Background: an optimization exercise with open tools, aiming at small area, a short achievable clock period and few clock cycles. Do not read the settings as production practice.
RTL that was checked went through simulation tests only; none was proved equivalent to the original.
The RTL of runs 5 to 7 was laid out without a check of its function.
Power figures rest on the tool's default switching activity, not on a simulated workload.

===== design/flow/config.mk =====
export PLATFORM = sky130hd
export DESIGN_NAME = Main
export DESIGN_NICKNAME = Main
export VERILOG_FILES = /design/flow/design.v
export SDC_FILE = /design/flow/constraint.sdc
export NUM_CORES = 4
export LEC_CHECK = 0
export CAP_MARGIN = 20
export CORE_MARGIN = 2
export CORE_UTILIZATION = 40
export SLEW_MARGIN = 20

===== design/flow/constraint.sdc =====
create_clock -name core_clock -period 7.0 [get_ports {clk}]
set_input_delay 1.4000 -clock core_clock [delete_from_list [all_inputs] [get_ports {clk}]]
set_output_delay 1.4000 -clock core_clock [all_outputs]
set_load 0.01 [all_outputs]

===== design/flow/design.v =====
`timescale 1ns / 1ps
module fsm(
    input clk,
    input rst,
    input [1:0] operacion,
	 input [3:0] pc,
    output reg enmem,
    output reg enir,
    output reg enrop1,
    output reg enrop2,
    output reg enrio,
    output reg enpc,
	 output reg [1:0]seloper,
    output reg [1:0] selmux,
    output halted
    );
	 parameter SUM=2'b00, RES= 2'b01, MOV= 2'b10, OUT=2'b11;
	 parameter F = 4'b0000, D = 4'b0001, OP1 = 4'b0010, OP2 = 4'b0011, WC = 4'b0100, COU = 4'b0101, GA = 4'b0110, WB = 4'b0111, OA = 4'b1000, END= 4'b1111;
	 reg [3:0] actual, futuro;
	 assign halted = (actual == END);
	 always @(posedge clk)
	 begin
		if(rst)
			actual <= F;
		else
			actual <= futuro;
	 end
	 always @(actual, operacion, pc)
	 begin
			case(actual)
				F: futuro = D;
				D:begin
						case(operacion)
							SUM: futuro = OP1;
							RES: futuro = OP1;
							MOV: futuro = GA;
							default: futuro = OA;
						endcase
				  end
				OP1: futuro = OP2;
				OP2: futuro = WC;
				WC: futuro = COU;
				GA: futuro = WB;
				WB: futuro = COU;
				OA: futuro = COU;
				COU: begin
						if(pc == END)
							futuro = END;
						else
							futuro = F;
					  end
				END: futuro = END;
				default futuro = F;
			endcase
	 end
	 always @(actual, operacion)
	 begin
			enmem = 0;
			enir= 0;
			enrop1= 0;
			enrop2= 0;
			enrio= 0;
			enpc= 0;
			seloper = 0;
			selmux= 0;
			case(actual)
				F: begin
					enir= 1;
					end
				OP1: begin
					enrop1= 1;
					selmux= 2'b01;
					end
				OP2: begin
					enrop2= 1;
					selmux= 2'b10;
					seloper = operacion;
					end
				WC: begin
					enmem = 1;
					seloper = operacion;
					selmux= 2'b11;
					end
				GA: begin
					enrop1= 1;
					selmux= 2'b01;
					end
				WB: begin
					enmem = 1;
					seloper = operacion;
					selmux= 2'b10;
					end
				OA: begin
					enrio= 1;
					selmux= 2'b01;
					end
				COU: begin
					enpc= 1;
					end
				default: begin
					end
			endcase
	 end
endmodule
`timescale 1ns / 1ps
module contador(
    input en,
    input clk,
    input rst,
    output reg [3:0] c
    );
	 always  @(posedge clk)
	 begin
		if(rst)
			c <= 4'd0;
		else if(en)
			c <= c +1;
	 end
endmodule
`timescale 1ns / 1ps
module registro(
    input clk,
    input rst,
    input en,
    input [13:0] datain,
    output reg[13:0] dataout
    );
	 always @(posedge clk)
	 begin
		if(rst)
			dataout <= 14'd0;
		else if(en)
			dataout <= datain;
	 end
endmodule
`timescale 1ns / 1ps
module sumador(
    input [13:0] a,
    input [13:0] b,
	 input [1:0]oper,
    output reg [13:0] c
    );
	 parameter SUM=2'b00, RES= 2'b01, NO = 2'b10;
	 always @(a, b, oper)
	 begin
		case(oper)
			SUM: c = a+b;
			RES: c = a-b;
			NO: c = a;
			default: c = a;
		endcase
	 end
endmodule
`timescale 1ns / 1ps
module mux(
    input [1:0] sel,
    input [3:0] d1,
    input [3:0] d2,
    input [3:0] d3,
    input [3:0] d4,
    output reg [4:0] q
    );
	 parameter COM= 2'b00, A= 2'b01, B=2'b10, C=2'b11;
	always @(sel, d1, d2, d3, d4)
	begin
		case(sel)
			COM:begin
					q = {1'b0, d1};
				end
			A:begin
					q = {1'b1, d2};
				end
			B:begin
					q = {1'b1, d3};
				end
			default:begin
					q = {1'b1, d4};
				end
			endcase
	end
endmodule
`timescale 1ns / 1ps
module memoria(
    input clk,
    input en,
    input [4:0] address,
    input [13:0] datain,
    input ld_en,
    input [4:0] ld_addr,
    input [13:0] ld_data,
    output [13:0] dataout
    );
	 reg [13:0] mem [31:0];
	 assign dataout = mem[address];
	 always @( posedge clk)
	 begin
		if(ld_en)
			mem[ld_addr] <= ld_data;
		else if(en)
			mem[address] <= datain;
	 end
endmodule
`timescale 1ns / 1ps
module Main(
    input clk,
    input rst,
    input ld_en,
    input [4:0] ld_addr,
    input [13:0] ld_data,
    output [13:0] Outp,
    output reg out_valid,
    output halted
    );
	 wire wenmem, wenir, wenrop1, wenrop2, wenrio, wenpc;
	 wire [4:0] wadd;
	 wire [3:0] wpc;
	 wire [13:0] wRIo, wdop1, wdop2, wdatain, wmemdo;
	 wire [1:0] wselmux, wseloper;
	 fsm CONTROL(clk, rst, wRIo[13:12], wpc,wenmem, wenir, wenrop1, wenrop2, wenrio, wenpc, wseloper, wselmux, halted);
	 contador PC(wenpc, clk, rst, wpc);
	 registro RI(clk, rst, wenir, wmemdo, wRIo);
	 registro OP1(clk, rst, wenrop1, wmemdo, wdop1);
	 registro OP2(clk, rst, wenrop2, wmemdo, wdop2);
	 registro IO(clk, rst, wenrio, wmemdo, Outp);
	 sumador ALU(wdop1, wdop2, wseloper, wdatain);
	 mux addsel(wselmux, wpc, wRIo[11:8], wRIo[7:4], wRIo[3:0], wadd);
	 memoria mem(clk, wenmem, wadd, wdatain, ld_en, ld_addr, ld_data, wmemdo);
	 always @(posedge clk)
	 begin
		if(rst)
			out_valid <= 1'b0;
		else
			out_valid <= wenrio;
	 end
endmodule

===== design/flow/run.sh =====
#!/bin/bash
# synth_recipe.tcl (not shown) runs the flow's synth.tcl, then flattens the netlist and writes it again
# the make line also repeats each setting of config.mk as NAME=value (left out here)
make -C /OpenROAD-flow-scripts/flow DESIGN_CONFIG=/design/flow/config.mk WORK_HOME=/design/flow/orfs CLKGATE_MAP_FILE= SYNTH_SCRIPT=/design/flow/synth_recipe.tcl finish

==> results of run 1 <==
-- sequential cells by signal (all words and copies together) (netlist names) --
register	cells
CONTROL.actual	4
IO.dataout	14
OP1.dataout	14
OP2.dataout	14
PC.c	4
RI.dataout	14
mem.mem	448
out_valid	1
-- final cells by class --
type / count / area [µm²] / area share
clock inverter: 27 / 221 / 0.00875
timing repair buffer: 90 / 836 / 0.0330
tap: 748 / 936 / 0.0370
clock buffer: 68 / 1450 / 0.0572
multi-input combinational: 1113 / 7070 / 0.279
inverter: 10 / 37.5 / 0.00148
sequential: 513 / 14800 / 0.583
-- worst max path at each step --
| stage | start | end | slack, ns | depth (start not counted) |
|---|---|---|---|---|
| final | CONTROL.actual[1]$_SDFF_PP0_ | mem.mem[0][11]$_DFFE_PP_ | 1.75 | 16 |
| after global routing | CONTROL.actual[1]$_SDFF_PP0_ | mem.mem[0][11]$_DFFE_PP_ | 1.38 | 16 |
| after CTS | CONTROL.actual[0]$_SDFF_PP0_ | mem.mem[3][13]$_DFFE_PP_ | 1.62 | 16 |
| after detailed placement | CONTROL.actual[1]$_SDFF_PP0_ | mem.mem[16][13]$_DFFE_PP_ | 1.64 | 16 |
| after global placement | CONTROL.actual[1]$_SDFF_PP0_ | mem.mem[16][13]$_DFFE_PP_ | 1.82 | 16 |
| after floorplan | CONTROL.actual[1]$_SDFF_PP0_ | mem.mem[0][9]$_DFFE_PP_ | 1.83 | 19 |
-- cells in the final DEF, fill, tap and decap left out, types with 4 or more instances in the layout --
cell type	synthesis	routed
edfxtp_1	448	448
nand2_1	247	245
and3_1	102	102
nor2_1	110	98
a211oi_1	97	96
dfxtp_1	65	65
nand3_1	65	65
a31oi_1	69	62
clkbuf_16	0	56
a21oi_1	53	52
buf_4	3	48
a22oi_1	41	41
mux2i_1	39	39
a2111oi_0	39	38
clkdlybuf4s50_1	0	36
o21ai_0	34	27
a211oi_2	26	26
o21ai_1	23	22
ha_1	15	15
a32oi_1	14	14
nor2_2	1	13
xor2_1	13	13
and4_4	13	13
nor3_1	12	12
clkbuf_1	75	12
xnor2_1	10	10
inv_1	10	10
clkinv_2	0	10
o21ai_2	1	9
nor2b_1	9	9
clkinv_1	0	9
nand2b_1	6	6
nand4_1	6	6
a31oi_4	0	5
or3_1	6	5
a21boi_0	4	4
-- critical path: cells and delay by family, from the launching register on --
kind            cells  cell delay, ns
flops               1            0.82
compound gates      9            2.23
simple gates        4            1.14
fa+ha+maj           1            0.26
buf+inv             1            0.05
mux                 1            0.39
-- kinds of logic after synthesis --
kind of cell | count (synthesis) | synth area share
AND/OR/NAND/NOR | 600 | 0.130
flip-flops | 513 | 0.665
AO/OA/AOI/OAI | 434 | 0.142
buffers and inverters | 139 | 0.0268
multiplexers | 40 | 0.0181
XOR/XNOR | 23 | 0.00908
adder cells (fa/ha/maj) | 16 | 0.00936
-- synthesized netlist by cell type, types with 23 or more instances --
library cell | n | area share
edfxtp_1 | 448 | 0.61
nand2_1 | 247 | 0.042
nor2_1 | 110 | 0.019
and3_1 | 102 | 0.029
a211oi_1 | 97 | 0.033
clkbuf_1 | 75 | 0.013
a31oi_1 | 69 | 0.019
dfxtp_1 | 65 | 0.059
nand3_1 | 65 | 0.015
a21oi_1 | 53 | 0.012
a22oi_1 | 41 | 0.014
a2111oi_0 | 39 | 0.015
mux2i_1 | 39 | 0.018
buf_2 | 37 | 0.0083
o21ai_0 | 34 | 0.0077
a211oi_2 | 26 | 0.015
o21ai_1 | 23 | 0.0052
-- routing by layer --
metal,up-vias,track usage
met1,7510,0.308
met5,-,0.0139
met4,2,0.0858
met2,570,0.331
met3,116,0.0313
li1,6854,-
-- per-stage QoR --
| stage | setup WS [ns] | power [mW] |
|---|---|---|
| global placement | 1.82 | 5.32 |
| finish | 1.75 | 8.06 |
| CTS | 1.62 | 8.07 |
| global route | 1.38 | 8.35 |
| floorplan | 1.83 | 4.70 |
| detailed placement | 1.64 | 5.34 |
-- power by group through the flow --
stage / clock, mW / combinational, mW / sequential (mW)
finish: 2.74 / 1.84 / 3.47
global route: 2.90 / 1.97 / 3.48
CTS: 2.78 / 1.81 / 3.47
detailed placement: 0 / 1.80 / 3.54
global placement: 0 / 1.79 / 3.53
floorplan: 0 / 1.19 / 3.52
==> summary.txt, run 1 <==
Route
  • Detailed Routing Iterations Pass 1: 6
  • DRT iter0 DRCs: 1630
  • Top layer in use: met5
  • WL met2: 27800 µm
  • Wire per inst: 24.0 µm
  • DRC violations left: 0
  • Antenna-violating nets left: 0
  • Routed WL: 61700 µm
  • Via count: 15100
  • Met3 Wirelength: 4050 µm
  • WL met1: 27300 µm
  • Vias per inst: 5.86

Critical path
  • Slowest CP cell: dfxtp_1
  • Worst reg2reg endpoint: mem.mem[0][11]$_DFFE_PP_
  • Crit start category: flop
  • Reg2reg path depth: 16
  • Slowest stage delay, CP: 0.82 ns
  • CP endpoint kind: flop
  • Worst Setup Path Type: flop to flop
  • Crit Path Max Fanout: 32
  • Critical path arrival: 5.52 ns
  • Reg2reg start: CONTROL.actual[1]$_SDFF_PP0_
  • Worst path required time: 7.28 ns
  • R2R setup slack: 1.75 ns
  • CP most frequent cell: o21ai_0
  • Cells along the critical path: nand2_1, a21boi_1, or4b_1, nor2_1, a21o_1, inv_1, ha_1, nor2b_1, o21ai_0, a21boi_0, o21ai_0, a21oi_1, o21ai_0, a21boi_0, mux2_2, a31oi_4

Logic synthesis
  • Syn Area/Cell: 12.6 µm²
  • Yosys warns: 7
  • Cells after Synth: 1765
  • Synthesized area: 22200 µm²
  • Register area share after synthesis: 0.665
  • Predominant post-synthesis flop cell: edfxtp_1
  • Synth Net Count: 1803
  • Yosys reg bits: 513
  • Yosys cell types: 70
  • Synth async-reset ratio: 0
  • EDFF count, synth: 448

Clocking
  • TritonCTS Buffers: 55
  • Root Driver: clkbuf_16
  • Resize count post-CTS: 0
  • Clock edge transition at the registers on the reported setup and hold paths: 0.06 ns
  • TritonCTS clock tree: built
  • Post-CTS Setup Bufs: 0
  • Insertion delay to the later sink of the worst-skew pair: 0.62 ns
  • Clock Path Buffers: 3
  • CTS H-tree depth: 2
  • Sinks on Clock Net: 513
  • CTS Hold Bufs: 0

Timing
  • Min cycle time layout: 5.25 ns
  • Period utilization: 0.750
  • RSZ-0062 raised after global routing: no
  • Clock Skews: 0.0224 ns
  • # setup viols final: 0
  • Setup tns final: 0 ns
  • Fmax: 191 MHz
  • Hold WS: 0.451 ns
  • Worst slew pin tran: 1.14 ns
  • Relative slew slack: 0.219
  • Endpoints failing hold: 0
  • Final count of pins violating max slew: 0

Global routing
  • Gr usage total: 0.216
  • Total grt overflow: 0
  • Largest net degree at the start of global routing: 107
  • First-pass GRT wire length: 92600 µm
  • Initial antenna violation count: 0
  • Vias in the first global route: 14500

Power and ir drop
  • Clock power frac: 0.341
  • Sequential power share: 0.431
  • Sw Ratio: 0.309
  • Int Pwr: 5.57 mW
  • Power Dens Cells: 318 nW/µm²
  • Net Switching: 2.49 mW
  • Combinational Power Share: 0.229
  • Leak: 8.32 nW
  • Peak VDD IR: 0.228 mV

Hold path
  • Hold WC Path Type: flop to flop
  • Hold path endpoint: RI.dataout[10]$_SDFFE_PP0P_
  • Hold depth: 2
  • Min-delay src: RI.dataout[10]$_SDFFE_PP0P_

Layout
  • Util after Layout: 0.460
  • # nets final: 1821
  • Layout cell share with drive strength beyond 1: 0.119
  • Inserted Diodes: 0
  • Layout Cells excl Fill: 2569
  • Filler Cells Inserted: 4842
  • Area grow syn2layout: 14.0%
  • Final instance area: 25300 µm²

Die
  • Core box area: 55000 µm²
  • Placement row count: 86
  • DIE AREA: 57400 µm²
  • Die Width: 240 µm
  • # IOs: 38
  • Die Y: 240 µm
  • Starting density of the core: 0.404

Placement
  • Cell Area, Placed: 23500 µm²
  • Post-DP HPWL: 37700 µm
  • IO Port Bufs: 37
  • Placed Cells: 2470
  • RD Place Congestion: 0.873

Status
  • Status: complete, no violations

Run
  • Maxcap violations: 0
Testbench counts, summed over its fixed seeds: cycles 139,105.
==> run 2: changes to the inputs <==
==> design/flow/design.v (replaced) <==
`timescale 1ns / 1ps
module Main(
    input clk,
    input rst,
    input ld_en,
    input [4:0] ld_addr,
    input [13:0] ld_data,
    output reg [13:0] Outp,
    output reg out_valid,
    output reg halted
    );
    reg [13:0] prog [1:15];
    reg [13:0] data [0:15];
    reg [13:0] ir;
    reg [3:0]  pc;
    reg        fin;      
    reg        pend;     
    reg        xv;       
    reg [3:0]  xd;
    reg [13:0] xa, xb;
    reg        xc;
    wire [1:0] op = ir[13:12];
    wire [3:0] fa = ir[11:8];
    wire [3:0] fb = ir[7:4];
    wire [3:0] fc = ir[3:0];
    wire active = !rst && !fin;
    wire is_out = (op == 2'b11);
    wire is_mov = (op == 2'b10);
    wire is_sub = (op == 2'b01);
    wire [13:0] xres = xa + xb + {13'd0, xc};
    wire [13:0] ra = (xv && xd == fa) ? xres : data[fa];
    wire [13:0] rb = (xv && xd == fb) ? xres : data[fb];
    integer i;
    always @(posedge clk) begin
        for (i = 1; i < 16; i = i + 1)
            if (ld_en && ld_addr == i)
                prog[i] <= ld_data;
    end
    wire [13:0] wd = ld_en ? ld_data : xres;
    always @(posedge clk) begin
        for (i = 0; i < 16; i = i + 1)
            if ((ld_en && ld_addr == 16 + i) || (!ld_en && xv && xd == i))
                data[i] <= wd;
    end
    always @(posedge clk) begin
        if (rst) begin
            if (ld_en && ld_addr == 5'd0)
                ir <= ld_data;
        end else if (!fin)
            ir <= prog[pc + 4'd1];
    end
    always @(posedge clk) begin
        if (rst) begin
            pc <= 4'd0;
            fin <= 1'b0;
            pend <= 1'b0;
            halted <= 1'b0;
            xv <= 1'b0;
            out_valid <= 1'b0;
            Outp <= 14'd0;
        end else begin
            xv <= active && !is_out;
            out_valid <= active && is_out;
            pend <= active && pc == 4'd15 && is_out;
            if (pend || (active && pc == 4'd15 && !is_out))
                halted <= 1'b1;
            if (active) begin
                pc <= pc + 4'd1;
                if (pc == 4'd15)
                    fin <= 1'b1;
                if (is_out)
                    Outp <= ra;
            end
        end
    end
    always @(posedge clk) begin
        if (active && !is_out) begin
            xd <= is_mov ? fb : fc;
            xa <= ra;
            xb <= (rb & {14{~is_mov}}) ^ {14{is_sub}};
            xc <= is_sub;
        end
    end
endmodule
==> run 2 against run 1 <==
Still clean. Sequential power up 4%. Die area up 11%. Clock skew up 0.016 ns. Routed wire length up 54%. Clock power up 12%. Setup slack better by 1.5 ns. Hold slack better by 0.013 ns. Sequential cell count down 9. Global-route usage up 8.0 points. Final cell count up 12%. Via count up 29%. Critical endpoint is now ir[8]$_DFFE_PP_. Highest routed layer unchanged.
==> summary.txt, run 2 <==
Global routing
  • Total grt overflow: 0
  • Gr usage total: 0.296
  • Largest net degree at the start of global routing: 65
  • Initial antenna violation count: 3
  • Vias in the first global route: 18900
  • First-pass GRT wire length: 136000 µm

Clocking
  • CTS H-tree depth: 2
  • Insertion delay to the later sink of the worst-skew pair: 0.63 ns
  • TritonCTS clock tree: built
  • Clock Path Buffers: 3
  • CTS Hold Bufs: 0
  • Post-CTS Setup Bufs: 0
  • Root Driver: clkbuf_16
  • Resize count post-CTS: 0
  • TritonCTS Buffers: 56
  • Clock edge transition at the registers on the reported setup and hold paths: 0.06 ns
  • Sinks on Clock Net: 504

Critical path
  • Crit start category: flop
  • Crit Path Max Fanout: 60
  • CP most frequent cell: buf_4
  • Critical path arrival: 4.14 ns
  • Slowest stage delay, CP: 0.69 ns
  • Worst Setup Path Type: flop to flop
  • Slowest CP cell: ha_4
  • CP endpoint kind: flop
  • Worst path required time: 7.38 ns
  • Cells along the critical path: ha_4, buf_4, nor3_1, a21oi_1, a21boi_1, buf_4, nor2_1, o2111ai_1, o211a_1

Timing
  • Fmax: 266 MHz
  • Endpoints failing hold: 0
  • # setup viols final: 0
  • Hold WS: 0.464 ns
  • RSZ-0062 raised after global routing: no
  • Setup tns final: 0 ns
  • Relative slew slack: 0.202
  • Period utilization: 0.537
  • Final Worst Setup Slack: 3.24 ns
  • Min cycle time layout: 3.76 ns
  • Worst slew pin tran: 1.19 ns
  • Final count of pins violating max slew: 0
  • Clock Skews: 0.0381 ns

Power and ir drop
  • Peak VDD IR: 0.285 mV
  • Power Dens Cells: 293 nW/µm²
  • Leak: 9.14 nW
  • Final Total Pwr: 8.24 mW

Layout
  • Max reg flops: 224
  • Largest register by flop count: data
  • Final instance area: 28100 µm²
  • Most frequent cells in the layout: edfxtp_1, nand2_1, o21ai_0, nor2_1, a22oi_1
  • Util after Layout: 0.465
  • Biggest regs: data (224), prog (210)
  • Layout Cells excl Fill: 2870
  • # nets final: 2078
  • Filler Cells Inserted: 5443
  • Layout cell share with drive strength beyond 1: 0.133
  • Area grow syn2layout: 14.2%
  • Commonest non-fill, non-tap cell in the layout: edfxtp_1

Route
  • Met3 Wirelength: 10000 µm
  • Vias per inst: 6.79
  • DRT iter0 DRCs: 2990
  • WL met1: 35700 µm
  • Detailed Routing Iterations Pass 1: 8
  • Wire per inst: 33.1 µm
  • Antenna-violating nets left: 0
  • DRC violations left: 0
  • Top layer in use: met5
  • Via count: 19500
  • WL met2: 42200 µm
  • Routed WL: 94900 µm

Placement
  • Cell Area, Placed: 26200 µm²
  • Post-DP HPWL: 64500 µm
  • Placed Cells: 2760
  • RD Place Congestion: 0.976
  • Pre-CTS setup slack: 2.74 ns
  • IO Port Bufs: 37

Logic synthesis
  • Synth Net Count: 2047
  • Yosys reg bits: 504
  • Most common cell in the synthesized netlist: edfxtp_1
  • Most frequent cells after synthesis: edfxtp_1, nand2_1, nor2_1
  • Synth area leader: edfxtp_1
  • Predominant post-synthesis flop cell: edfxtp_1
  • Cells after Synth: 2006
  • Synth async-reset ratio: 0
  • EDFF count, synth: 481
  • Simple-gate portion of the synthesized area: 0.0989
  • Compound-Gate Fraction of Synth Area: 0.193
  • Syn Area/Cell: 12.3 µm²
  • Register area share after synthesis: 0.605
  • Synthesized area: 24600 µm²
  • Combinational family with the most area after synthesis: compound AO/OA/AOI/OAI gates
  • Synth area leaders: edfxtp_1, mux2i_1, a22oi_1
  • Yosys cell types: 87
  • Xor/xnor share of the synthesized area: 0.00711
  • Adder-cell share of the synthesized area: 0.0103
  • Mux share of post-synthesis cell area: 0.0534
  • Area share of the largest cell type after synthesis: 0.586
  • Yosys warns: 17

Die
  • Die Y: 252 µm
  • Core box area: 60600 µm²
  • # IOs: 38
  • Die Width: 252 µm
  • Starting density of the core: 0.407
  • DIE AREA: 63600 µm²
  • Placement row count: 90

Hold path
  • Hold WC Path Type: flop to flop

Run
  • Maxcap violations: 0

Status
  • Status: complete, no violations
run 2: cell count changes after synthesis, moves of 29 or more:
cell | previous run | this run
nand2_1 | 247 | 130
edfxtp_1 | 448 | 481
and3_1 | 102 | 25
dfxtp_1 | 65 | 23
a221oi_1 | 1 | 46
a2111oi_0 | 39 | 4
inv_1 | 10 | 39
a211oi_1 | 97 | 22
o21ai_0 | 34 | 107
a22o_1 | 0 | 43
mux2_2 | 1 | 43
o22ai_1 | 0 | 36
a22oi_1 | 41 | 86
a31oi_1 | 69 | 23
run 2: path summary, 6_finish.rpt:
path / start / slack (ns) / endpoint / cells after the start
setup / recovery: pc[0]$_SDFFE_PP0P_ / 3.24 / ir[8]$_DFFE_PP_ / 9
hold / removal: Outp[6]$_SDFFE_PP0P_ / 0.46 / Outp[6]$_SDFFE_PP0P_ / 2
setup reg to reg: pc[0]$_SDFFE_PP0P_ / 3.24 / ir[8]$_DFFE_PP_ / 9
hold reg to reg: Outp[6]$_SDFFE_PP0P_ / 0.46 / Outp[6]$_SDFFE_PP0P_ / 2
run 2: routing by layer:
layer,vias to the layer above,track usage
met5,-,0
met4,4,0.195
met3,343,0.0641
met2,1388,0.456
met1,9603,0.377
li1,8141,-
run 2: cells by family after synthesis:
family	Yosys count
flip-flops	504
multiplexers	118
adder cells (fa/ha/maj)	19
AND/OR/NAND/NOR	498
buffers and inverters	192
XOR/XNOR	20
AO/OA/AOI/OAI	655
run 2: critical path: cells and delay by family (launching register included):
kind / cells / cell delay [ns]
AOI/OAI and AO/OA: 4 / 0.85
adders and majority gates: 1 / 0.69
buffers and inverters: 2 / 0.87
DFF: 1 / 0.54
and+or+nand+nor: 2 / 0.51
run 2: area by class of cell:
class / instances / area [µm²] / area share
clock buffers: 73 / 1580 / 0.0562
flip-flops and latches: 504 / 14900 / 0.529
multi-input cells: 1310 / 9150 / 0.325
clock inverters: 33 / 334 / 0.0119
inverters: 43 / 161 / 0.00573
well taps: 782 / 978 / 0.0348
repair buffers: 122 / 1030 / 0.0365
diodes: 3 / 7.51 / 0.000267
run 2: where the power goes:
part,internal [mW],total (mW),leakage [nW],switching (mW)
sequential,3.53,3.60,4.56,0.0689
combinational,0.473,1.57,3.64,1.09
clock,1.81,3.07,0.942,1.26
total,5.82,8.24,9.14,2.42
Testbench counts of run 2, summed over its fixed seeds: cycles 57,899.
==> run 3: changes to the inputs <==
--- a/design/flow/design.v
+++ b/design/flow/design.v
@@ -12,7 +12,8 @@
     reg [13:0] prog [1:15];
     reg [13:0] data [0:15];
     reg [13:0] ir;
-    reg [3:0]  pc;
+    reg [3:0]  pc;       
+    reg [3:0]  fidx;     
     reg        fin;      
     reg        pend;     
     reg        xv;       
@@ -27,10 +28,23 @@
     wire is_out = (op == 2'b11);
     wire is_mov = (op == 2'b10);
     wire is_sub = (op == 2'b01);
+    wire last   = (pc == 4'd15);
     wire [13:0] xres = xa + xb + {13'd0, xc};
-    wire [13:0] ra = (xv && xd == fa) ? xres : data[fa];
-    wire [13:0] rb = (xv && xd == fb) ? xres : data[fb];
     integer i;
+    reg [13:0] ma, mb, mf;
+    always @(*) begin
+        ma = 14'd0;
+        mb = 14'd0;
+        mf = 14'd0;
+        for (i = 0; i < 16; i = i + 1) begin
+            ma = ma | (data[i] & {14{fa == i}});
+            mb = mb | (data[i] & {14{fb == i}});
+        end
+        for (i = 1; i < 16; i = i + 1)
+            mf = mf | (prog[i] & {14{fidx == i}});
+    end
+    wire [13:0] ra = (xv && xd == fa) ? xres : ma;
+    wire [13:0] rb = (xv && xd == fb) ? xres : mb;
     always @(posedge clk) begin
         for (i = 1; i < 16; i = i + 1)
             if (ld_en && ld_addr == i)
@@ -47,11 +61,12 @@
             if (ld_en && ld_addr == 5'd0)
                 ir <= ld_data;
         end else if (!fin)
-            ir <= prog[pc + 4'd1];
+            ir <= mf;
     end
     always @(posedge clk) begin
         if (rst) begin
             pc <= 4'd0;
+            fidx <= 4'd1;
             fin <= 1'b0;
             pend <= 1'b0;
             halted <= 1'b0;
@@ -61,12 +76,13 @@
         end else begin
             xv <= active && !is_out;
             out_valid <= active && is_out;
-            pend <= active && pc == 4'd15 && is_out;
-            if (pend || (active && pc == 4'd15 && !is_out))
+            pend <= active && last && is_out;
+            if (pend || (active && last && !is_out))
                 halted <= 1'b1;
             if (active) begin
                 pc <= pc + 4'd1;
-                if (pc == 4'd15)
+                fidx <= fidx + 4'd1;
+                if (last)
                     fin <= 1'b1;
                 if (is_out)
                     Outp <= ra;
@@ -74,11 +90,9 @@
         end
     end
     always @(posedge clk) begin
-        if (active && !is_out) begin
-            xd <= is_mov ? fb : fc;
-            xa <= ra;
-            xb <= (rb & {14{~is_mov}}) ^ {14{is_sub}};
-            xc <= is_sub;
-        end
+        xd <= is_mov ? fb : fc;
+        xa <= ra;
+        xb <= (rb & {14{~is_mov}}) ^ {14{is_sub}};
+        xc <= is_sub;
     end
 endmodule
--- a/design/flow/config.mk
+++ b/design/flow/config.mk
@@ -8,4 +8,5 @@
 export CAP_MARGIN = 20
 export CORE_MARGIN = 2
 export CORE_UTILIZATION = 40
+export SETUP_SLACK_MARGIN = 3.5
 export SLEW_MARGIN = 20
==> run 3 against run 2 <==
Global-route usage is 1.6 points lower. Synthesized cell count decreased by 13%. Final cell count decreased by 9.8%. Sequential power increased by 3%. Register-to-register slack improved by 0.20 ns. Design area fell by 7.2%. First-iteration DRC count down 16%.
==> summary.txt, run 3 <==
Status
  • Status: complete, no violations

Logic synthesis
  • Predominant post-synthesis flop cell: edfxtp_1
  • Synthesized area: 23000 µm²
  • Yosys warns: 3
  • Yosys cell types: 80
  • Register area share after synthesis: 0.638
  • Most common cell in the synthesized netlist: edfxtp_1
  • Cells after Synth: 1743
  • Area share of the largest cell type after synthesis: 0.586
  • Most frequent cells after synthesis: edfxtp_1, nand2_1, nor2_1
  • Synth area leaders: edfxtp_1, dfxtp_1, mux2i_1
  • Syn Area/Cell: 13.2 µm²
  • Synth Net Count: 1784
  • EDFF count, synth: 448
  • Synth async-reset ratio: 0
  • Yosys reg bits: 508
  • Synth area leader: edfxtp_1

Placement
  • Pre-CTS setup slack: 2.79 ns
  • Placed Cells: 2487
  • IO Port Bufs: 37
  • RD Place Congestion: 0.973
  • Post-DP HPWL: 54700 µm
  • Cell Area, Placed: 24300 µm²

Route
  • Antenna-violating nets left: 0
  • DRC violations left: 0
  • DRT iter0 DRCs: 2498
  • Wire per inst: 32.4 µm
  • Vias per inst: 6.62
  • Routed WL: 83900 µm
  • Via count: 17100
  • Detailed Routing Iterations Pass 1: 8

Layout
  • Largest register by flop count: data
  • Area grow syn2layout: 13.7%
  • Final instance area: 26100 µm²
  • Most frequent cells in the layout: edfxtp_1, nand2_1, nor2_1, buf_4, a22oi_1
  • Max reg flops: 224
  • Layout Cells excl Fill: 2588
  • Commonest non-fill, non-tap cell in the layout: edfxtp_1
  • Layout cell share with drive strength beyond 1: 0.133
  • # nets final: 1830
  • Biggest regs: data (224), prog (210)
  • Filler Cells Inserted: 5054

Global routing
  • Initial antenna violation count: 1
  • Vias in the first global route: 16600
  • First-pass GRT wire length: 120000 µm
  • Total grt overflow: 0
  • Largest net degree at the start of global routing: 58
  • Gr usage total: 0.280

Die
  • DIE AREA: 59400 µm²
  • Die Y: 244 µm
  • Die Width: 244 µm
  • Core box area: 56600 µm²
  • Placement row count: 87
  • Starting density of the core: 0.406
  • # IOs: 38

Clocking
  • TritonCTS clock tree: built
  • Root Driver: clkbuf_16
  • TritonCTS Buffers: 52
  • Clock edge transition at the registers on the reported setup and hold paths: 0.06 ns
  • CTS H-tree depth: 2
  • Sinks on Clock Net: 508
  • Insertion delay to the later sink of the worst-skew pair: 0.63 ns
  • Clock Path Buffers: 3

Timing
  • RSZ-0062 raised after global routing: yes
  • Clock Skews: 0.0244 ns
  • Setup tns final: 0 ns
  • Endpoints failing hold: 0
  • Relative slew slack: 0.220
  • Min cycle time layout: 3.57 ns
  • Final Worst Setup Slack: 3.43 ns
  • Fmax: 280 MHz
  • Final count of pins violating max slew: 0
  • Worst slew pin tran: 1.17 ns
  • # setup viols final: 0
  • Period utilization: 0.510

Power and ir drop
  • Combinational Power Share: 0.225
  • Net Switching: 2.65 mW
  • Int Pwr: 5.79 mW
  • Peak VDD IR: 0.254 mV
  • Sw Ratio: 0.314
  • Power Dens Cells: 323 nW/µm²
  • Sequential power share: 0.440
  • Clock power frac: 0.335
  • Leak: 8.71 nW

Critical path
  • Critical path arrival: 3.80 ns
  • Worst Setup Path Type: primary input to flop
  • Crit start category: primary input
  • CP endpoint kind: flop
  • Worst path required time: 7.23 ns
  • Crit Path Max Fanout: 29

Run
  • Maxcap violations: 0

Hold path
  • Hold WC Path Type: flop to flop
## run 3: area by class of cell
cell class,count,area [µm²],share of cell area
flip-flops and latches,508,14700,0.561
multi-input cells,1076,7680,0.294
clock buffers,65,1370,0.0525
repair buffers,118,986,0.0378
well taps,756,946,0.0362
clock inverters,31,342,0.0131
inverters,33,124,0.00474
diodes,1,2.50,0.0000958
## run 3: repair_timing
action	4_1_cts	5_1_grt
gates resized for setup	1	5
setup buffers	0	4
hold buffers	0	0
endpoints found under the setup margin	28	55
## run 3: critical path, stage by stage
cell and delay (ns):
clkdlybuf4s50_1 0.46, buf_4 0.34, nor2b_1 0.37, nand3_1 0.33
o22ai_2 0.88
## run 3: stage by stage
step / power [mW] / util / hold slack (ns)
after floorplan: 4.81 / - / 0.417
after global placement: 5.57 / 0.430 / 0.428
after detailed placement: 5.58 / 0.430 / 0.440
after CTS: 8.37 / 0.460 / 0.444
after global routing: 8.68 / 0.461 / 0.469
final: 8.44 / 0.461 / 0.433
## run 3: path summary, 6_finish.rpt
check / start / end / slack (ns) / depth (start not counted)
hold / removal: ir[0]$_DFFE_PP_ / xd[0]$_DFF_P_ / 0.43 / 2
setup / recovery: ld_en / data[9][0]$_DFFE_PP_ / 3.43 / 5
setup reg to reg: ir[10]$_DFFE_PP_ / Outp[5]$_SDFFE_PP0P_ / 3.44 / 8
hold reg to reg: ir[0]$_DFFE_PP_ / xd[0]$_DFF_P_ / 0.43 / 2
## run 3: cells by family (layout without fill, tap and decap cells)
group | after synthesis | after routing | share of synthesized area
buffers and inverters | 159 | 247 | 0.0351
adder cells (fa/ha/maj) | 19 | 19 | 0.0110
XOR/XNOR | 22 | 22 | 0.00839
multiplexers | 107 | 107 | 0.0525
AO/OA/AOI/OAI | 515 | 515 | 0.167
other | 0 | 1 | 0
AND/OR/NAND/NOR | 413 | 413 | 0.0886
flip-flops | 508 | 508 | 0.638
## run 3: layer usage
layer / track usage / share of wire / wire length (µm) / vias up
met4: 0.165 / 0.065 / 5470 / 2
met1: 0.375 / 0.38 / 32200 / 8524
met3: 0.0626 / 0.12 / 9700 / 298
met2: 0.418 / 0.44 / 36500 / 1289
met5: 0 / 0.00015 / 13 / -
li1: - / - / - / 7028
## run 3: power groups by stage
| stage | logic (mW) | clock network (mW) | registers [mW] |
|---|---|---|---|
| floorplan | 1.07 | 0 | 3.75 |
| global placement | 1.80 | 0 | 3.78 |
| detailed placement | 1.80 | 0 | 3.78 |
| CTS | 1.81 | 2.84 | 3.71 |
| finish | 1.90 | 2.83 | 3.71 |
| global route | 1.99 | 2.97 | 3.72 |
Testbench counts of run 3, summed over its fixed seeds: cycles 57,899.
==> run 4: changes to the inputs <==
--- a/design/flow/config.mk
+++ b/design/flow/config.mk
@@ -8,5 +8,4 @@
 export CAP_MARGIN = 20
 export CORE_MARGIN = 2
 export CORE_UTILIZATION = 40
-export SETUP_SLACK_MARGIN = 3.5
 export SLEW_MARGIN = 20
==> run 4 against run 3 <==
Setup slack got worse by 0.16 ns. Area after synthesis did not move. Clock power barely moved. Clock skew fell by 0.0011 ns. Total power fell by 0.18%. Routed wire length fell by 0.21%. Sequential share of layout area rose by 0.13 points. Final cell count fell by 0.19%.
==> summary.txt, run 4 <==
Placement
  • IO Port Bufs: 37
  • Cell Area, Placed: 24300 µm²
  • Pre-CTS setup slack: 2.79 ns
  • Post-DP HPWL: 54700 µm
  • RD Place Congestion: 0.973

Clocking
  • Root Driver: clkbuf_16
  • Resize count post-CTS: 0
  • TritonCTS clock tree: built
  • TritonCTS Buffers: 52
  • Clock edge transition at the registers on the reported setup and hold paths: 0.06 ns
  • Sinks on Clock Net: 508
  • CTS H-tree depth: 2
  • Post-CTS Setup Bufs: 0
  • Clock Path Buffers: 3
  • CTS Hold Bufs: 0
  • Insertion delay to the later sink of the worst-skew pair: 0.63 ns

Die
  • # IOs: 38
  • Starting density of the core: 0.406
  • Die Width: 244 µm
  • Die Y: 244 µm
  • Core box area: 56600 µm²
  • DIE AREA: 59400 µm²
  • Placement row count: 87

Power and ir drop
  • Power Dens Cells: 323 nW/µm²
  • Leak: 8.69 nW
  • Peak VDD IR: 0.252 mV

Logic synthesis
  • Yosys cell types: 80
  • EDFF count, synth: 448
  • Cells after Synth: 1743
  • Predominant post-synthesis flop cell: edfxtp_1
  • Yosys reg bits: 508
  • Syn Area/Cell: 13.2 µm²
  • Yosys warns: 3
  • Most frequent cells after synthesis: edfxtp_1, nand2_1, nor2_1
  • Synth Net Count: 1784
  • Register area share after synthesis: 0.638
  • Area share of the largest cell type after synthesis: 0.586
  • Synthesized area: 23000 µm²
  • Synth async-reset ratio: 0
  • Synth area leaders: edfxtp_1, dfxtp_1, mux2i_1
  • Synth area leader: edfxtp_1
  • Most common cell in the synthesized netlist: edfxtp_1

Global routing
  • Largest net degree at the start of global routing: 58
  • Gr usage total: 0.280
  • Initial antenna violation count: 1
  • Vias in the first global route: 16600
  • First-pass GRT wire length: 120000 µm
  • Total grt overflow: 0

Route
  • Detailed Routing Iterations Pass 1: 6
  • Antenna-violating nets left: 0
  • Vias per inst: 6.64
  • Wire per inst: 32.4 µm
  • DRT iter0 DRCs: 2629
  • DRC violations left: 0
  • Via count: 17200
  • Routed WL: 83700 µm

Timing
  • Min cycle time layout: 3.73 ns
  • Fmax: 268 MHz
  • Worst slew pin tran: 1.20 ns
  • RSZ-0062 raised after global routing: no
  • # setup viols final: 0
  • Relative slew slack: 0.199
  • Final count of pins violating max slew: 0
  • Endpoints failing hold: 0
  • Period utilization: 0.533
  • Final Worst Setup Slack: 3.27 ns
  • Hold WS: 0.437 ns
  • Clock Skews: 0.0233 ns
  • Setup tns final: 0 ns

Layout
  • Commonest non-fill, non-tap cell in the layout: edfxtp_1
  • Most frequent cells in the layout: edfxtp_1, nand2_1, nor2_1, buf_4, a22oi_1
  • Util after Layout: 0.460
  • Final instance area: 26000 µm²
  • Area grow syn2layout: 13.4%
  • # nets final: 1826
  • Biggest regs: data (224), prog (210)
  • Layout cell share with drive strength beyond 1: 0.131
  • Max reg flops: 224
  • Largest register by flop count: data
  • Inserted Diodes: 0

Critical path
  • Slowest CP cell: a2111oi_0
  • Reg2reg path depth: 8
  • Slowest stage delay, CP: 0.90 ns
  • CP most frequent cell: buf_4
  • Reg2reg start: ir[10]$_DFFE_PP_
  • Crit Path Max Fanout: 37
  • Worst reg2reg endpoint: Outp[8]$_SDFFE_PP0P_
  • Crit start category: flop
  • Cells along the critical path: buf_4, buf_4, nor3b_1, a32oi_1, a21oi_1, a2111oi_0, a31oi_1, a21o_1
  • Worst Setup Path Type: flop to flop
  • Worst path required time: 7.51 ns
  • R2R setup slack: 3.27 ns
  • Critical path arrival: 4.24 ns
  • CP endpoint kind: flop

Hold path
  • Hold WC Path Type: flop to flop
  • Hold path endpoint: xd[0]$_DFF_P_
  • Min-delay src: ir[0]$_DFFE_PP_
  • Hold depth: 2

Run
  • Maxcap violations: 0

Status
  • Status: complete, no violations
==> run 4: layout make-up <==
cell class / count / area (µm²)
Inverter: 33 / 124
Timing Repair Buffer: 114 / 943
Sequential cell: 508 / 14700
Clock buffer: 65 / 1370
Fill cell: 5060 / 30600
Tap cell: 756 / 946
Multi-Input combinational cell: 1076 / 7670
Clock inverter: 31 / 342
==> run 4: how the worst max path moves through the flow <==
stage                                start                     to  slack [ns]  depth (start not counted)
after floorplan                      ld_en   data[0][0]$_DFFE_PP_        3.62                          3
after global placement               ld_en   data[4][2]$_DFFE_PP_        2.86                          5
after detailed placement             ld_en   data[4][2]$_DFFE_PP_        2.79                          5
after CTS                            ld_en  data[4][13]$_DFFE_PP_        3.43                          5
after global routing       ir[4]$_DFFE_PP_          xb[3]$_DFF_P_        3.31                          7
final                     ir[10]$_DFFE_PP_   Outp[8]$_SDFFE_PP0P_        3.27                          8
==> run 4: logic make-up after synthesis <==
kind of cell / synth area share
xor+xnor: 0.00839
flops: 0.638
buf+inv: 0.0351
fa+ha+maj: 0.0110
simple gates: 0.0886
compound gates: 0.167
mux: 0.0525
==> run 4: power by group <==
| group | total (mW) | switching, mW | internal, mW |
|---|---|---|---|
| Combinational | 1.88 | 1.32 | 0.563 |
| Sequential | 3.72 | 0.0839 | 3.63 |
| Clock | 2.83 | 1.24 | 1.59 |
==> run 4: metal layers <==
metal	global-route usage	up-vias	part of all wire	routed length [µm]
met5	0	-	0.00016	13
li1	-	7022	-	-
met1	0.375	8528	0.38	32100
met2	0.419	1303	0.44	36500
met4	0.164	2	0.067	5580
met3	0.0622	301	0.11	9550
==> run 4: worst max-delay path, delay by kind of cell, from the launching register on <==
kind	cells	cell delay, ns
flops	1	0.33
simple gates	1	0.27
buf+inv	2	0.95
compound gates	5	2.01
==> run 4: through the flow <==
step	std cells	power, mW
finish	2583	8.43
global route	2583	8.67
CTS	2583	8.36
detailed placement	2487	5.58
global placement	2487	5.57
floorplan	1743	4.81
==> run 5: changes to the inputs <==
--- a/design/flow/design.v
+++ b/design/flow/design.v
@@ -53,7 +53,7 @@
     wire [13:0] wd = ld_en ? ld_data : xres;
     always @(posedge clk) begin
         for (i = 0; i < 16; i = i + 1)
-            if ((ld_en && ld_addr == 16 + i) || (!ld_en && xv && xd == i))
+            if ((ld_en && ld_addr == 16 + i) || (xv && xd == i))
                 data[i] <= wd;
     end
     always @(posedge clk) begin
==> design/flow/flow/run.sh (new file) <==
#!/bin/bash
# The standard layout, with plain buffers on the ports (the platform's default
# picks a delay cell) and sizing not held to each cell's footprint.
set -euo pipefail
bash standard.sh \
  BUFFER_PORTS_ARGS="-buffer_cell sky130_fd_sc_hd__buf_4" \
  MATCH_CELL_FOOTPRINT=0 \
  finish > standard_flow.log 2>&1
==> design/flow/standard.sh (new file) <==
#!/bin/bash
# synth_recipe.tcl (not shown) runs the flow's synth.tcl, then flattens the netlist and writes it again
# the make line also repeats each setting of config.mk as NAME=value (left out here)
make -C /OpenROAD-flow-scripts/flow DESIGN_CONFIG=/design/flow/config.mk WORK_HOME=/design/flow/orfs CLKGATE_MAP_FILE= SYNTH_SCRIPT=/design/flow/synth_recipe.tcl "${@:-finish}"
--- a/design/flow/config.mk
+++ b/design/flow/config.mk
@@ -8,4 +8,5 @@
 export CAP_MARGIN = 20
 export CORE_MARGIN = 2
 export CORE_UTILIZATION = 40
+export SETUP_SLACK_MARGIN = 4.5
 export SLEW_MARGIN = 20
removed: design/flow/run.sh
==> run 5 against run 4 <==
Non-clock buffer count is 69 higher. First-iteration DRC count is 1.6% lower. Design area is 10% higher. Register-to-register slack better by 0.97 ns. Setup slack better by 0.97 ns. Critical path type unchanged. Largest cell class unchanged. Largest power group unchanged.
==> summary.txt, run 5 <==
Critical path
  • Crit start category: flop
  • Worst path required time: 7.37 ns
  • Slowest CP cell: fa_2
  • Crit Path Max Fanout: 8
  • Critical path buffer and inverter count: 2
  • Critical path arrival: 3.12 ns
  • Cells along the critical path: fa_2, inv_2, fa_2, nor2b_2, o31ai_4, a211oi_4, o31ai_2, nand2b_1, xnor2_2, o21ai_4, clkbuf_16
  • Crit path max-delay family: compound AO/OA/AOI/OAI gates
  • Worst Setup Path Type: flop to flop
  • Slowest stage delay, CP: 0.39 ns
  • CP most frequent cell: fa_2
  • CP endpoint kind: flop

Timing
  • Min cycle time layout: 2.76 ns
  • Fmax: 363 MHz
  • RSZ-0062 raised after global routing: yes
  • # setup viols final: 0
  • Endpoints failing hold: 0
  • Clock Skews: 0.0252 ns
  • Relative slew slack: 0.348
  • Worst slew pin tran: 0.978 ns
  • Setup tns final: 0 ns
  • Period utilization: 0.394
  • Hold WS: 0.452 ns
  • Final count of pins violating max slew: 0

Global routing
  • M2 GR Usage: 0.447
  • Initial antenna violation count: 6
  • Largest net degree at the start of global routing: 53
  • Vias in the first global route: 17100
  • Met1 Resource Use GR: 0.373
  • Gr usage total: 0.289
  • First-pass GRT wire length: 124000 µm
  • Busiest grt layer: met2
  • Met3 usage: 0.0498
  • Total grt overflow: 0

Logic synthesis
  • Synth area leaders: edfxtp_1, dfxtp_1, mux2_2
  • Synth area leader: edfxtp_1
  • Most common cell in the synthesized netlist: edfxtp_1
  • Cells after Synth: 1769
  • Yosys reg bits: 508
  • Synthesized area: 23000 µm²
  • Register area share after synthesis: 0.637
  • Syn Area/Cell: 13.0 µm²
  • Most frequent cells after synthesis: edfxtp_1, nand2_1, nor2_1
  • Predominant post-synthesis flop cell: edfxtp_1
  • Synth Net Count: 1810
  • Synth async-reset ratio: 0
  • Yosys cell types: 82
  • Yosys warns: 3
  • EDFF count, synth: 448
  • Area share of the largest cell type after synthesis: 0.584

Power and ir drop
  • Net Switching: 2.96 mW
  • Peak VDD IR: 0.244 mV
  • Leak: 9.64 nW
  • Sequential power share: 0.407
  • Int Pwr: 6.31 mW
  • Clock power frac: 0.319
  • Sw Ratio: 0.319
  • Combinational Power Share: 0.273
  • Power Dens Cells: 323 nW/µm²

Die
  • # IOs: 38
  • Core box area: 56600 µm²
  • Placement row count: 87
  • DIE AREA: 59500 µm²
  • Die Width: 244 µm
  • Starting density of the core: 0.407
  • Die Y: 244 µm

Placement
  • IO Port Bufs: 37
  • Post-DP HPWL: 53700 µm
  • RD Place Congestion: 0.955
  • Placed Cells: 2472
  • Cell Area, Placed: 24500 µm²

Clocking
  • TritonCTS Buffers: 54
  • Clock Path Buffers: 3
  • Sinks on Clock Net: 508
  • Clock edge transition at the registers on the reported setup and hold paths: 0.06 ns
  • Root Driver: clkbuf_16
  • Insertion delay to the later sink of the worst-skew pair: 0.63 ns
  • CTS H-tree depth: 2
  • CTS Hold Bufs: 0
  • TritonCTS clock tree: built

Route
  • Antenna-violating nets left: 0
  • Routed WL: 88600 µm
  • Wire per inst: 33.0 µm
  • Detailed Routing Iterations Pass 1: 6
  • DRT iter0 DRCs: 2588
  • Via count: 17800
  • DRC violations left: 0
  • Vias per inst: 6.65

Layout
  • Biggest regs: data (224), prog (210)
  • Filler Cells Inserted: 4775
  • # nets final: 1920
  • Layout Cells excl Fill: 2684
  • Commonest non-fill, non-tap cell in the layout: edfxtp_1
  • Final instance area: 28700 µm²
  • Layout cell share with drive strength beyond 1: 0.268
  • Max reg flops: 224
  • Most frequent cells in the layout: edfxtp_1, nand2_1, buf_4, clkbuf_16, nor2_1
  • Area grow syn2layout: 24.5%
  • Largest register by flop count: data

Hold path
  • Hold WC Path Type: flop to flop

Run
  • Maxcap violations: 0

Status
  • Status: complete, no violations
-- run 5: through the flow --
step	worst slack [ns]	util	total power, mW
final	4.24	0.506	9.27
after CTS	4.13	0.490	8.99
after global routing	4.20	0.506	9.51
after detailed placement	3.49	0.432	5.76
after global placement	3.54	0.432	5.75
after floorplan	4.31	-	5.00
-- run 5: timing repair --
action,4_1_cts,5_1_grt
endpoints found under the setup margin,518,288
gates resized for setup,138,105
setup buffers,57,35
pin swaps,40,40
cloned,11,4
hold endpoints to repair,0,0
-- run 5: layer usage --
metal,wire (µm),vias to the layer above
met1,32800,8856
met2,39900,1312
li1,-,7293
met4,6930,4
met5,28,-
met3,9030,375
-- run 5: kinds of logic (layout without fill, tap and decap cells) --
group	count (synthesis)	after routing	synth area share
AO/OA/AOI/OAI	525	525	0.166
XOR/XNOR	22	22	0.00837
adder cells (fa/ha/maj)	19	19	0.0110
buffers and inverters	159	314	0.0299
flip-flops	508	508	0.637
multiplexers	112	112	0.0566
other	0	4	0
AND/OR/NAND/NOR	424	424	0.0916
-- run 5: power by group through the flow --
| stage | combinational [mW] | clock (mW) | sequential, mW |
|---|---|---|---|
| 6_report | 2.53 | 2.96 | 3.78 |
| 5_1_grt | 2.62 | 3.10 | 3.79 |
| 4_1_cts | 2.24 | 2.98 | 3.77 |
| 3_5_place_dp | 1.93 | 0 | 3.83 |
| 3_3_place_gp | 1.91 | 0 | 3.83 |
| 2_1_floorplan | 1.20 | 0 | 3.79 |
-- run 5: worst register-to-register path, stage by stage (launching register included) --
cell       delay, ns
dfxtp_2         0.32
fa_2            0.39
inv_2           0.06
fa_2            0.21
nor2b_2         0.07
o31ai_4         0.29
a211oi_4        0.13
o31ai_2         0.28
nand2b_1        0.13
xnor2_2         0.30
o21ai_4         0.14
clkbuf_16       0.19
-- run 5: worst paths after layout --
| kind | start | end | cells after the start | slack (ns) |
|---|---|---|---|---|
| min reg2reg | ir[3]$_DFFE_PP_ | xd[3]$_DFF_P_ | 2 | 0.45 |
| min | ir[3]$_DFFE_PP_ | xd[3]$_DFF_P_ | 2 | 0.45 |
| max reg2reg | xc$_DFF_P_ | data[3][12]$_DFFE_PP_ | 11 | 4.24 |
| max | xc$_DFF_P_ | data[3][12]$_DFFE_PP_ | 11 | 4.24 |
-- run 5: cell type report --
cell class	instances	area, µm²	area share
Sequential cell	508	14700	0.512
Multi-Input combinational cell	1102	8750	0.305
Timing Repair Buffer	183	2330	0.0815
Clock buffer	68	1480	0.0515
Tap cell	756	946	0.0330
Clock inverter	33	345	0.0120
Inverter	29	124	0.00432
Antenna cell	4	10.0	0.000349
Timing Repair inverter	1	7.51	0.000262
==> run 6: changes to the inputs <==
--- a/design/flow/config.mk
+++ b/design/flow/config.mk
@@ -8,5 +8,4 @@
 export CAP_MARGIN = 20
 export CORE_MARGIN = 2
 export CORE_UTILIZATION = 40
-export SETUP_SLACK_MARGIN = 4.5
 export SLEW_MARGIN = 20
==> run 6 against run 5 <==
Still clean on timing, DRC and antenna. Clock-buffer cell count fell by 8. Sequential cell count did not move. Largest cell class unchanged. Register-to-register slack got worse by 0.82 ns. Global-route usage fell by 2.4 points. Clock power fell by 1%.
==> summary.txt, run 6 <==
Hold path
  • Min-delay src: pend$_SDFF_PP0_
  • Hold depth: 2
  • Hold WC Path Type: flop to flop
  • Hold path endpoint: halted$_SDFFE_PP0P_

Global routing
  • Initial antenna violation count: 4
  • Gr usage total: 0.265
  • Total grt overflow: 0
  • Largest net degree at the start of global routing: 69
  • First-pass GRT wire length: 115000 µm
  • Vias in the first global route: 16100

Critical path
  • Crit Path Max Fanout: 52
  • Reg2reg path depth: 9
  • Slowest stage delay, CP: 0.61 ns
  • Reg2reg start: fidx[2]$_SDFFE_PP0P_
  • Worst setup path startpoint: fidx[2]$_SDFFE_PP0P_
  • CP endpoint kind: flop
  • R2R setup slack: 3.43 ns
  • Slowest CP cell: nor2_2
  • CP most frequent cell: buf_4
  • Worst reg2reg endpoint: ir[10]$_DFFE_PP_
  • Worst Setup Path Type: flop to flop
  • Crit start category: flop
  • Cells along the critical path: buf_4, clkinv_1, buf_4, nor2_2, and2_0, a22oi_1, o211ai_1, a2111oi_0, a21oi_1
  • Critical path arrival: 4.01 ns
  • Worst path required time: 7.44 ns

Layout
  • Biggest regs: data (224), prog (210)
  • Area grow syn2layout: 13.4%
  • # nets final: 1836
  • Layout Cells excl Fill: 2592
  • Commonest non-fill, non-tap cell in the layout: edfxtp_1
  • Inserted Diodes: 0
  • Largest register by flop count: data
  • Most frequent cells in the layout: edfxtp_1, nand2_1, buf_4, nor2_1, o21ai_0
  • Layout cell share with drive strength beyond 1: 0.154
  • Max reg flops: 224

Logic synthesis
  • Synthesized area: 23000 µm²
  • Synth Net Count: 1810
  • Most common cell in the synthesized netlist: edfxtp_1
  • Register area share after synthesis: 0.637
  • Synth async-reset ratio: 0
  • Synth area leaders: edfxtp_1, dfxtp_1, mux2_2
  • Area share of the largest cell type after synthesis: 0.584
  • Cells after Synth: 1769
  • Predominant post-synthesis flop cell: edfxtp_1
  • EDFF count, synth: 448
  • Synth area leader: edfxtp_1
  • Syn Area/Cell: 13.0 µm²
  • Yosys reg bits: 508
  • Most frequent cells after synthesis: edfxtp_1, nand2_1, nor2_1
  • Yosys warns: 3
  • Yosys cell types: 82

Timing
  • Setup tns final: 0 ns
  • Final count of pins violating max slew: 0
  • Clock Skews: 0.0374 ns
  • Period utilization: 0.510
  • RSZ-0062 raised after global routing: no
  • Relative slew slack: 0.193
  • Min cycle time layout: 3.57 ns
  • Endpoints failing hold: 0
  • # setup viols final: 0
  • Worst slew pin tran: 1.20 ns
  • Fmax: 280 MHz

Clocking
  • Resize count post-CTS: 0
  • TritonCTS clock tree: built
  • Root Driver: clkbuf_16
  • Clock Path Buffers: 3
  • Clock edge transition at the registers on the reported setup and hold paths: 0.07 ns
  • Insertion delay to the later sink of the worst-skew pair: 0.63 ns
  • Sinks on Clock Net: 508
  • TritonCTS Buffers: 50
  • Post-CTS Setup Bufs: 0
  • CTS H-tree depth: 2
  • CTS Hold Bufs: 0

Die
  • Placement row count: 87
  • DIE AREA: 59500 µm²
  • Starting density of the core: 0.407
  • Die Width: 244 µm
  • Die Y: 244 µm
  • Core box area: 56600 µm²
  • # IOs: 38

Power and ir drop
  • Power Dens Cells: 330 nW/µm²
  • Final Total Pwr: 8.63 mW
  • Peak VDD IR: 0.228 mV
  • Leak: 8.72 nW

Route
  • Detailed Routing Iterations Pass 1: 8
  • Routed WL: 80000 µm
  • Wire per inst: 30.9 µm
  • DRC violations left: 0
  • Via count: 16800
  • DRT iter0 DRCs: 2277
  • Vias per inst: 6.47
  • Antenna-violating nets left: 0

Placement
  • Placed Cells: 2499
  • Post-DP HPWL: 51800 µm
  • IO Port Bufs: 37
  • RD Place Congestion: 1.03

Status
  • Status: complete, no violations

Run
  • Maxcap violations: 0
-- run 6: cell counts after synthesis --
Identical to the previous run, type by type.
-- run 6: worst max path at each step --
stage / end / slack, ns / cells after the start
finish: ir[10]$_DFFE_PP_ / 3.43 / 9
global route: ir[10]$_DFFE_PP_ / 3.17 / 9
CTS: ir[10]$_DFFE_PP_ / 3.48 / 9
detailed placement: data[5][0]$_DFFE_PP_ / 3.34 / 4
global placement: ir[10]$_DFFE_PP_ / 3.21 / 9
floorplan: data[1][0]$_DFFE_PP_ / 3.71 / 4
-- run 6: through the flow --
| step | utilization | hold slack (ns) | cell area, µm² | worst slack [ns] |
|---|---|---|---|---|
| floorplan | - | 0.417 | 23000 | 3.71 |
| global placement | 0.429 | 0.430 | 24300 | 3.21 |
| detailed placement | 0.430 | 0.443 | 24300 | 3.34 |
| CTS | 0.461 | 0.464 | 26100 | 3.48 |
| global route | 0.461 | 0.480 | 26100 | 3.17 |
| finish | 0.461 | 0.454 | 26100 | 3.43 |
-- run 6: layer usage --
metal	GRT usage	wire length, µm
met1	0.351	31100
met2	0.415	36500
met3	0.0480	7690
met4	0.144	4660
met5	0	44
-- run 6: worst max-delay path: cells and delay by family, from the launching register on --
family          cells  cell delay [ns]
flops               1             0.32
compound gates      4             0.54
simple gates        2             1.13
buf+inv             3             1.36
-- run 6: cell families (layout without fill, tap and decap cells) --
family,count (synthesis),count (layout),share of synthesized area
compound gates,525,525,0.166
flops,508,508,0.637
simple gates,424,424,0.0916
buf+inv,159,226,0.0299
mux,112,112,0.0566
xor+xnor,22,22,0.00837
fa+ha+maj,19,19,0.0110
-- run 6: cell type report --
class,count,area [µm²]
fill,5071,30500
sequential,508,14700
multi-input combinational,1102,7830
clock buffer,60,1290
tap,756,946
timing repair buffer,104,801
clock inverter,33,475
inverter,29,109
-- run 6: power breakdown --
part,leakage [nW],internal [mW],switching [mW],total (mW)
combinational,3.31,0.598,1.34,1.94
clock,0.847,1.73,1.19,2.92
sequential,4.56,3.67,0.0953,3.77
==> run 7: changes to the inputs <==
--- a/design/flow/design.v
+++ b/design/flow/design.v
@@ -29,7 +29,23 @@
     wire is_mov = (op == 2'b10);
     wire is_sub = (op == 2'b01);
     wire last   = (pc == 4'd15);
-    wire [13:0] xres = xa + xb + {13'd0, xc};
+    reg [13:0] xres;
+    reg [13:0] pg_g, pg_p, ng, np;
+    integer k, d;
+    always @(*) begin
+        pg_g = xa & xb;
+        pg_p = xa ^ xb;
+        pg_g[0] = pg_g[0] | (pg_p[0] & xc);
+        ng = pg_g;
+        np = pg_p;
+        for (d = 1; d < 14; d = d * 2) begin
+            for (k = 13; k >= d; k = k - 1) begin
+                ng[k] = ng[k] | (np[k] & ng[k - d]);
+                np[k] = np[k] & np[k - d];
+            end
+        end
+        xres = pg_p ^ {ng[12:0], xc};
+    end
     integer i;
     reg [13:0] ma, mb, mf;
     always @(*) begin
--- a/design/flow/config.mk
+++ b/design/flow/config.mk
@@ -8,4 +8,5 @@
 export CAP_MARGIN = 20
 export CORE_MARGIN = 2
 export CORE_UTILIZATION = 40
+export SETUP_SLACK_MARGIN = 4.5
 export SLEW_MARGIN = 20
==> run 7 against run 6 <==
Critical path depth grew 1. Via count grew 5.0%. Final cell count grew 2.4%. Design area grew 11%. Sequential power grew 1%. Area after synthesis grew 0.46%. Synthesized cell count shrank 3.2%. Register-to-register slack gained 0.96 ns. Sequential cell count is the same. Critical endpoint is now data[14][12]$_DFFE_PP_. Largest power group unchanged.
==> summary.txt, run 7 <==
Placement
  • Pre-CTS setup slack: 3.35 ns
  • Post-DP HPWL: 51300 µm
  • IO Port Bufs: 37
  • RD Place Congestion: 0.986

Layout
  • Layout cell share with drive strength beyond 1: 0.279
  • Area grow syn2layout: 25.0%
  • Max reg flops: 224
  • Commonest non-fill, non-tap cell in the layout: edfxtp_1
  • Most frequent cells in the layout: edfxtp_1, nand2_1, buf_4, mux2i_1, clkbuf_16
  • # nets final: 1883
  • Biggest regs: data (224), prog (210)
  • Largest register by flop count: data

Die
  • # IOs: 38
  • Starting density of the core: 0.402
  • DIE AREA: 59800 µm²
  • Placement row count: 88
  • Die Width: 244 µm
  • Die Y: 244 µm
  • Core box area: 57500 µm²

Run
  • Maxcap violations: 0

Clocking
  • Insertion delay to the later sink of the worst-skew pair: 0.63 ns
  • TritonCTS Buffers: 54
  • Clock Path Buffers: 3
  • TritonCTS clock tree: built
  • Clock edge transition at the registers on the reported setup and hold paths: 0.06 ns
  • Sinks on Clock Net: 508
  • CTS H-tree depth: 2
  • CTS Hold Bufs: 0
  • Root Driver: clkbuf_16

Power and ir drop
  • Sequential power share: 0.409
  • Net Switching: 2.97 mW
  • Leak: 9.79 nW
  • Int Pwr: 6.36 mW
  • Combinational Power Share: 0.274
  • Sw Ratio: 0.318
  • Peak VDD IR: 0.234 mV
  • Clock power frac: 0.316
  • Power Dens Cells: 323 nW/µm²

Critical path
  • Crit Path Max Fanout: 16
  • CP endpoint kind: flop
  • Cells along the critical path: fa_2, inv_2, fa_2, nand2b_4, a21o_4, a211o_1, and3b_2, xor2_4, o21ai_4, buf_12
  • Slowest stage delay, CP: 0.36 ns
  • Slowest CP cell: fa_2
  • Worst Setup Path Type: flop to flop
  • WP depth: 10
  • Reg2reg start: xc$_DFF_P_
  • CP most frequent cell: fa_2
  • Worst path required time: 7.37 ns
  • Crit start category: flop
  • Worst setup path startpoint: xc$_DFF_P_
  • Reg2reg path depth: 10
  • Critical path buffer and inverter count: 2
  • Critical path arrival: 2.98 ns
  • Crit path max-delay family: adder cells

Global routing
  • First-pass GRT wire length: 119000 µm
  • Initial antenna violation count: 5
  • Largest net degree at the start of global routing: 66
  • Vias in the first global route: 16400
  • Total grt overflow: 0
  • Gr usage total: 0.275

Timing
  • Min cycle time layout: 2.61 ns
  • Endpoints failing hold: 0
  • Final count of pins violating max slew: 0
  • Final Worst Setup Slack: 4.39 ns
  • Fmax: 383 MHz
  • Relative slew slack: 0.394
  • RSZ-0062 raised after global routing: yes
  • Clock Skews: 0.0169 ns
  • Worst slew pin tran: 0.909 ns
  • # setup viols final: 0
  • Setup tns final: 0 ns
  • Period utilization: 0.373

Logic synthesis
  • Synth area leaders: edfxtp_1, dfxtp_1, mux2i_1
  • Compound-Gate Fraction of Synth Area: 0.142
  • Cells after Synth: 1712
  • Synth area leader: edfxtp_1
  • Register area share after synthesis: 0.634
  • Most frequent cells after synthesis: edfxtp_1, nand2_1, nor2_1
  • Area share of the largest cell type after synthesis: 0.582
  • Synth Net Count: 1753
  • Predominant post-synthesis flop cell: edfxtp_1
  • Yosys warns: 3
  • Simple-gate portion of the synthesized area: 0.0940
  • Adder-cell share of the synthesized area: 0.0109
  • Yosys reg bits: 508
  • Synth async-reset ratio: 0
  • Xor/xnor share of the synthesized area: 0.0106
  • Synthesized area: 23100 µm²
  • Yosys cell types: 89
  • EDFF count, synth: 448
  • Syn Area/Cell: 13.5 µm²
  • Mux share of post-synthesis cell area: 0.0730
  • Most common cell in the synthesized netlist: edfxtp_1
  • Combinational family with the most area after synthesis: compound AO/OA/AOI/OAI gates

Route
  • Routed WL: 86400 µm
  • Detailed Routing Iterations Pass 1: 8
  • Via count: 17600
  • DRT iter0 DRCs: 2943
  • Vias per inst: 6.64
  • Wire per inst: 32.6 µm
  • Antenna-violating nets left: 0
  • DRC violations left: 0

Hold path
  • Hold WC Path Type: flop to flop
  • Min-delay src: ir[1]$_DFFE_PP_
  • Hold depth: 2

Status
  • Status: complete, no violations
[run 7: cell types whose count changed after synthesis, sizes merged, moves of 9 or more]
cell,delta
a2111oi,+10
a21oi,-37
a22o,+13
a22oi,-18
a31oi,-11
a32oi,-11
and3,-12
clkbuf,-15
mux2i,+25
nand2,+9
nand3,+19
nor2,-16
o21ai,-27
[run 7: power groups by stage]
stage | sequential [mW] | combinational, mW | clock (mW)
after floorplan | 3.82 | 1.16 | 0
after global placement | 3.87 | 1.82 | 0
after detailed placement | 3.87 | 1.83 | 0
after CTS | 3.81 | 2.19 | 2.97
after global routing | 3.83 | 2.64 | 3.09
final | 3.82 | 2.56 | 2.95
[run 7: cell families after synthesis]
logic type | after synthesis
flops | 508
xor+xnor | 28
compound gates | 430
fa+ha+maj | 19
simple gates | 433
buf+inv | 150
mux | 144
[run 7: worst reg2reg max path, cell delays in order (launching register included)]
cell	delay (ns)
dfxtp_2	0.34
fa_2	0.23
inv_2	0.05
fa_2	0.36
nand2b_4	0.16
a21o_4	0.23
a211o_1	0.27
and3b_2	0.26
xor2_4	0.20
o21ai_4	0.09
buf_12	0.16
[run 7: through the flow]
step / cell area (µm²) / utilization / std cells / hold WS (ns) / power, mW
floorplan: 23600 / - / 1712 / 0.417 / 4.99
CTS: 27700 / 0.482 / 2588 / 0.468 / 8.97
global route: 28900 / 0.503 / 2652 / 0.490 / 9.56
finish: 28900 / 0.503 / 2653 / 0.455 / 9.33
global placement: 24300 / 0.423 / 2419 / 0.434 / 5.70
detailed placement: 24300 / 0.423 / 2420 / 0.450 / 5.70
[run 7: layout make-up]
type                    instances  area, µm²
fillers                      4852      28600
repair inverters                1       7.51
well taps                     765        957
multi-input cells            1056       8790
clock inverters                33        377
flip-flops and latches        508      14700
clock buffers                  68       1460
repair buffers                194       2520
diodes                          1       2.50
inverters                      27        118
[run 7: final timing paths]
path	end	slack (ns)
worst max-delay path	data[14][12]$_DFFE_PP_	4.39
worst min-delay path	xd[1]$_DFF_P_	0.46
worst max register to register	data[14][12]$_DFFE_PP_	4.39
worst min register to register	xd[1]$_DFF_P_	0.46
[run 7: timing repair]
| action | CTS | global route |
|---|---|---|
| setup endpoints to repair | 484 | 380 |
| cloned | 9 | 10 |
| gates resized for setup | 151 | 110 |
| pin swaps | 30 | 47 |
| setup buffers | 58 | 54 |
[run 7: per-layer routing]
layer | GRT usage | wire length [µm] | vias to the layer above
li1 | - | - | 7078
met1 | 0.369 | 32400 | 8793
met2 | 0.415 | 38400 | 1412
met3 | 0.0519 | 9570 | 322
met4 | 0.165 | 5940 | 8
met5 | 0 | 50 | -

==> re-timing with driven ports <==
The flow's constraints put no driver on any port. The routed layouts listed below were extracted and timed again, unchanged, in two steps.
Step 1, drivers: a clkbuf_16 drives clk and a buf_2 each remaining input, both assumed.
Step 2 moves the port delays by t, midway between the first and last clock arrival at a register: inputs arrive t later, outputs are due t later. That takes back most of the time a late clock gives input paths.
Slacks: no drivers / after step 1 / after step 2; pairs: no drivers / after step 1.
| run | t, ns | slack for setup (ns) | worst setup path after step 2 | latest minus earliest clock arrival (ns) | cell pins on the clock port's net |
|---|---|---|---|---|---|
| run 1 | 0.667 | 1.753 / 1.753 / 1.753 | register to register | 0.024 / 0.024 | 1 |
| run 2 | 0.677 | 3.240 / 3.240 / 2.625 | input to register | 0.041 / 0.042 | 1 |
| run 3 | 0.680 | 3.432 / 3.441 / 2.778 | input to register | 0.032 / 0.032 | 1 |
| run 4 | 0.679 | 3.271 / 3.271 / 2.763 | input to register | 0.024 / 0.024 | 1 |
| run 5 | 0.678 | 4.244 / 4.244 / 3.826 | input to register | 0.028 / 0.028 | 1 |
| run 6 | 0.671 | 3.427 / 3.427 / 3.172 | input to register | 0.038 / 0.038 | 1 |
| run 7 | 0.682 | 4.390 / 4.390 / 3.877 | input to register | 0.022 / 0.023 | 1 |
After both steps every run listed still meets setup and hold. For run 3, which loses most, drivers alone change the setup slack by +0.009 ns; drivers and shift together by -0.654 ns.
